Background: an optimization exercise with open tools, aiming at small area. Do not read the settings as production practice.
RTL that was checked went through simulation tests only; none was proved equivalent to the original.
Power and IR drop assume default switching activity.

## Top
module Top(input clk, input reset,
    output io_in_ready,
    input  io_in_valid,
    input [31:0] io_in_bits,
    input [4:0] io_in_tag,
    input  io_out_ready,
    output io_out_valid,
    output[31:0] io_out_bits,
    output[4:0] io_out_tag,
    input  io_pcIn_valid,
    input  io_pcIn_bits_request,
    input [15:0] io_pcIn_bits_moduleId,
    input [7:0] io_pcIn_bits_portId,
    input [15:0] io_pcIn_bits_pcValue,
    input [3:0] io_pcIn_bits_pcType,
    output io_pcOut_valid,
    output io_pcOut_bits_request,
    output[15:0] io_pcOut_bits_moduleId,
    output[7:0] io_pcOut_bits_portId,
    output[15:0] io_pcOut_bits_pcValue,
    output[3:0] io_pcOut_bits_pcType);
  reg [4:0] st0, st1;
  reg [2:0] ss;
  reg lg_in, lg_out, lg_rep;
  reg recv0, recv1;
  reg [31:0] d0, d1;
  reg [4:0] t0, t1;
  wire r0 = st0 == 5'd0;
  wire r1 = st1 == 5'd0;
  wire f0 = st0 == 5'd29;
  wire f1 = st1 == 5'd29;
  wire g0 = st0 == 5'd30;
  wire g1 = st1 == 5'd30;
  wire v0 = st0 == 5'd31;
  wire v1 = st1 == 5'd31;
  wire iv0 = io_in_valid & ~(r1 & ~lg_in);
  wire iv1 = io_in_valid & (~lg_in | ~r0);
  ...
==> module Top, before the edit <==
module Top(input clk, input reset,
    output io_in_ready,
    input  io_in_valid,
    input [31:0] io_in_bits,
    input [4:0] io_in_tag,
    input  io_out_ready,
    output io_out_valid,
    output[31:0] io_out_bits,
    output[4:0] io_out_tag,
    input  io_pcIn_valid,
    input  io_pcIn_bits_request,
    input [15:0] io_pcIn_bits_moduleId,
    input [7:0] io_pcIn_bits_portId,
    input [15:0] io_pcIn_bits_pcValue,
    input [3:0] io_pcIn_bits_pcType,
    output io_pcOut_valid,
    output io_pcOut_bits_request,
    output[15:0] io_pcOut_bits_moduleId,
    output[7:0] io_pcOut_bits_portId,
    output[15:0] io_pcOut_bits_pcValue,
    output[3:0] io_pcOut_bits_pcType);
  reg [4:0] st0, st1;
  reg [2:0] ss;
  reg lg_in, lg_out, lg_rep;
  reg recv0, recv1;
  reg [31:0] d0, d1;
  reg [4:0] t0, t1;
  wire r0 = st0 == 5'd0;
  wire r1 = st1 == 5'd0;
  wire f0 = st0 == 5'd29;
  wire f1 = st1 == 5'd29;
  wire g0 = st0 == 5'd30;
  wire g1 = st1 == 5'd30;
  wire v0 = st0 == 5'd31;
  wire v1 = st1 == 5'd31;
  wire iv0 = io_in_valid & ~(r1 & ~lg_in);
  wire iv1 = io_in_valid & (~lg_in | ~r0);
  wire fire0 = iv0 & r0;
  wire fire1 = iv1 & r1;
  assign io_in_ready = r0 | r1;
  wire ch = (v1 & ~lg_out) | ~v0;
  wire ord0 = io_out_ready & ~(v1 & ~lg_out);
  wire ord1 = io_out_ready & (~lg_out | ~v0);
  wire leave0 = v0 & ord0;
  wire leave1 = v1 & ord1;
  assign io_out_valid = v0 | v1;
  assign io_out_bits = ch ? d1 : d0;
  assign io_out_tag = ch ? t1 : t0;
  wire sv = ss == 3'd7;
  wire sr = ss == 3'd0;
  wire req = f0 | f1;
  wire rep0 = sv & lg_rep;
  wire rep1 = sv & ~lg_rep;
  wire [31:0] inc = {io_in_bits[31:1] + 31'd1, io_in_bits[0]};
  always @(posedge clk) begin
    if (reset) begin
      st0 <= 5'd0;
      st1 <= 5'd0;
      ss <= 3'd0;
      lg_in <= 1'b0;
      lg_out <= 1'b0;
      lg_rep <= 1'b0;
    end else begin
      if (r0) begin
        if (fire0) st0 <= 5'd5;
      end else if (!(g0 & ~(rep0 | recv0)) && !(v0 & ~ord0))
        st0 <= st0 + 5'd1;
      if (r1) begin
        if (fire1) st1 <= 5'd5;
      end else if (!(g1 & ~(rep1 | recv1)) && !(v1 & ~ord1))
        st1 <= st1 + 5'd1;
      if (sr) begin
        if (req) ss <= 3'd3;
      end else
        ss <= ss + 3'd1;
      if (io_in_valid & (r0 | r1)) lg_in <= (r1 & ~lg_in) | ~r0;
      if ((v0 | v1) & io_out_ready) lg_out <= ch;
      if (sv) lg_rep <= ~lg_rep;
    end
    recv0 <= f0 & rep0;
    recv1 <= f1 & rep1;
    if (fire0) begin d0 <= inc; t0 <= io_in_tag; end
    if (fire1) begin d1 <= inc; t1 <= io_in_tag; end
  end
  reg [15:0] is0, os0, is1, os1, iss;
  reg pv1, pq1, pv2, pq2, pv3, pq3;
  reg [15:0] pm1, pm2, pm3, pval1, pval2, pval3;
  reg [7:0] pp1, pp2, pp3;
  reg [3:0] pt1, pt2, pt3;
  wire hit1 = io_pcIn_valid & io_pcIn_bits_request & (io_pcIn_bits_moduleId == 16'd3);
  wire clr1 = io_pcIn_valid & io_pcIn_bits_request & (io_pcIn_bits_pcType == 4'd2);
  wire hit2 = pv1 & pq1 & (pm1 == 16'd4);
  wire clr2 = pv1 & pq1 & (pt1 == 4'd2);
  wire hit3 = pv2 & pq2 & (pm2 == 16'd5);
  wire clr3 = pv2 & pq2 & (pt2 == 4'd2);
  wire [15:0] p_is0, p_os0, p_is1, p_os1, p_iss;
  assign p_is0[0] = 1'b1;
  assign p_os0[0] = 1'b1;
  assign p_is1[0] = 1'b1;
  assign p_os1[0] = 1'b1;
  assign p_iss[0] = 1'b1;
  genvar k;
  generate
    for (k = 1; k < 16; k = k + 1) begin : carry
      assign p_is0[k] = p_is0[k-1] & is0[k-1];
      assign p_os0[k] = p_os0[k-1] & os0[k-1];
      assign p_is1[k] = p_is1[k-1] & is1[k-1];
      assign p_os1[k] = p_os1[k-1] & os1[k-1];
      assign p_iss[k] = p_iss[k-1] & iss[k-1];
    end
  endgenerate
  wire [15:0] c_is0 = p_is0 & {16{iv0 & ~r0}};
  wire [15:0] c_os0 = p_os0 & {16{v0 & ~ord0}};
  wire [15:0] c_is1 = p_is1 & {16{iv1 & ~r1}};
  wire [15:0] c_os1 = p_os1 & {16{v1 & ~ord1}};
  wire [15:0] c_iss = p_iss & {16{req & ~sr}};
  wire port1_0 = io_pcIn_bits_portId == 8'd1;
  wire port1_1 = pp1 == 8'd1;
  wire port1_2 = pp2 == 8'd1;
  always @(posedge clk) begin
    if (reset) begin
      pv1 <= 1'b0;
      pv2 <= 1'b0;
      pv3 <= 1'b0;
    end else begin
      pv1 <= io_pcIn_valid;
      pv2 <= pv1;
      pv3 <= pv2;
    end
    pq1 <= io_pcIn_bits_request & ~hit1;
    pm1 <= io_pcIn_bits_moduleId;
    pp1 <= io_pcIn_bits_portId;
    pt1 <= io_pcIn_bits_pcType;
    pval1 <= ({16{hit1 & port1_0}} & is0) | ({16{hit1 & ~port1_0}} & os0) | ({16{~hit1}} & io_pcIn_bits_pcValue);
    pq2 <= pq1 & ~hit2;
    pm2 <= pm1;
    pp2 <= pp1;
    pt2 <= pt1;
    pval2 <= ({16{hit2 & port1_1}} & is1) | ({16{hit2 & ~port1_1}} & os1) | ({16{~hit2}} & pval1);
    pq3 <= pq2 & ~hit3;
    pm3 <= pm2;
    pp3 <= pp2;
    pt3 <= pt2;
    pval3 <= ({16{hit3 & port1_2}} & iss) | ({16{~hit3}} & pval2);
    is0 <= (is0 ^ c_is0) & {16{~(reset | clr1)}};
    os0 <= (os0 ^ c_os0) & {16{~(reset | clr1)}};
    is1 <= (is1 ^ c_is1) & {16{~(reset | clr2)}};
    os1 <= (os1 ^ c_os1) & {16{~(reset | clr2)}};
    iss <= (iss ^ c_iss) & {16{~(reset | clr3)}};
  end
  assign io_pcOut_valid = pv3;
  assign io_pcOut_bits_request = pq3;
  assign io_pcOut_bits_moduleId = pm3;
  assign io_pcOut_bits_portId = pp3;
  assign io_pcOut_bits_pcValue = pval3;
  assign io_pcOut_bits_pcType = pt3;
endmodule
export LEC_CHECK = 0
export CAP_MARGIN = 20
export CORE_MARGIN = 2
export CORE_UTILIZATION = 60
export CTS_CLUSTER_DIAMETER = 100
export CTS_CLUSTER_SIZE = 30
export SLEW_MARGIN = 20
create_clock -name core_clock -period 4.0 [get_ports {clk}]
standard.sh (not shown) runs the stock make flow with config.mk's settings and CLKGATE_MAP_FILE= SYNTH_SCRIPT=/design/flow/synth_recipe.tcl, a recipe that flattens the netlist after the stock synthesis.
==> flow/flow/run.sh <==
#!/bin/bash
set -euo pipefail
export BUFFER_PORTS_ARGS="-buffer_cell sky130_fd_sc_hd__buf_1"
bash standard.sh > standard.log 2>&1
Next try:
--- a/flow/design.v
+++ b/flow/design.v
@@ -51,7 +51,15 @@
   wire req = f0 | f1;
   wire rep0 = sv & lg_rep;
   wire rep1 = sv & ~lg_rep;
-  wire [31:0] inc = {io_in_bits[31:1] + 31'd1, io_in_bits[0]};
+  wire [31:0] icy;
+  assign icy[1:0] = 2'b11;
+  genvar j;
+  generate
+    for (j = 2; j < 32; j = j + 1) begin : incc
+      assign icy[j] = icy[j-1] & io_in_bits[j-1];
+    end
+  endgenerate
+  wire [31:0] inc = {io_in_bits[31:1] ^ icy[31:1], io_in_bits[0]};
   always @(posedge clk) begin
     if (reset) begin
       st0 <= 5'd0;
Now the flow completed, yet does not pass: negative setup slack.
Routed wire length goes down by 4.7%.
Non-clock buffer count drops by 2.
Setup slack is worse by 1.7 ns.
Cell count shrinks by about 5%.
Worst hold slack is better by 0.0044 ns.
Combinational power came out lower by about 2%.
First-iteration DRC count is lower by 14%.
Global-route usage fell by 0.32 points.
Clock-buffer cell count is higher by 1.
Total power shrinks by about 0.4%.
Final area went up by about 0.9%.
Critical path depth grows by 23.
Sequential power stays flat.
Die area fell by about 2.2%.
Function not checked in the second run of this note: the RTL went through the layout flow alone.

[what the ideal ports hide]
The results above use ideal ports. As a check the final layouts listed here were re-extracted and re-timed, cells and wires unchanged. Step 1 sets driving cells, clkbuf_16 on the clock port and buf_2 on the other inputs (assumed; they add their load-dependent delay and slew). Step 2 times the ports against the registers' clock, not the clock port: input delays grow and output delays shrink by t, the midpoint of the rising clock arrivals with the driver on. Slacks: no drivers / after step 1 / after step 2; pairs: no drivers / after step 1.
run | t (ns) | setup slack, ns | worst setup path at the end | latest minus earliest clock arrival (ns) | slew at the worst register clock pin (ns)
the first run | 0.532 | 0.442 / 0.396 / 0.928 | register to output | 0.029 / 0.029 | 0.11 / 0.11
the second run | 0.530 | -1.302 / -1.290 / -1.821 | input to register | 0.029 / 0.029 | 0.11 / 0.11
For the second run, which loses most, drivers alone change the setup slack by +0.012 ns; drivers and shift together by -0.519 ns.
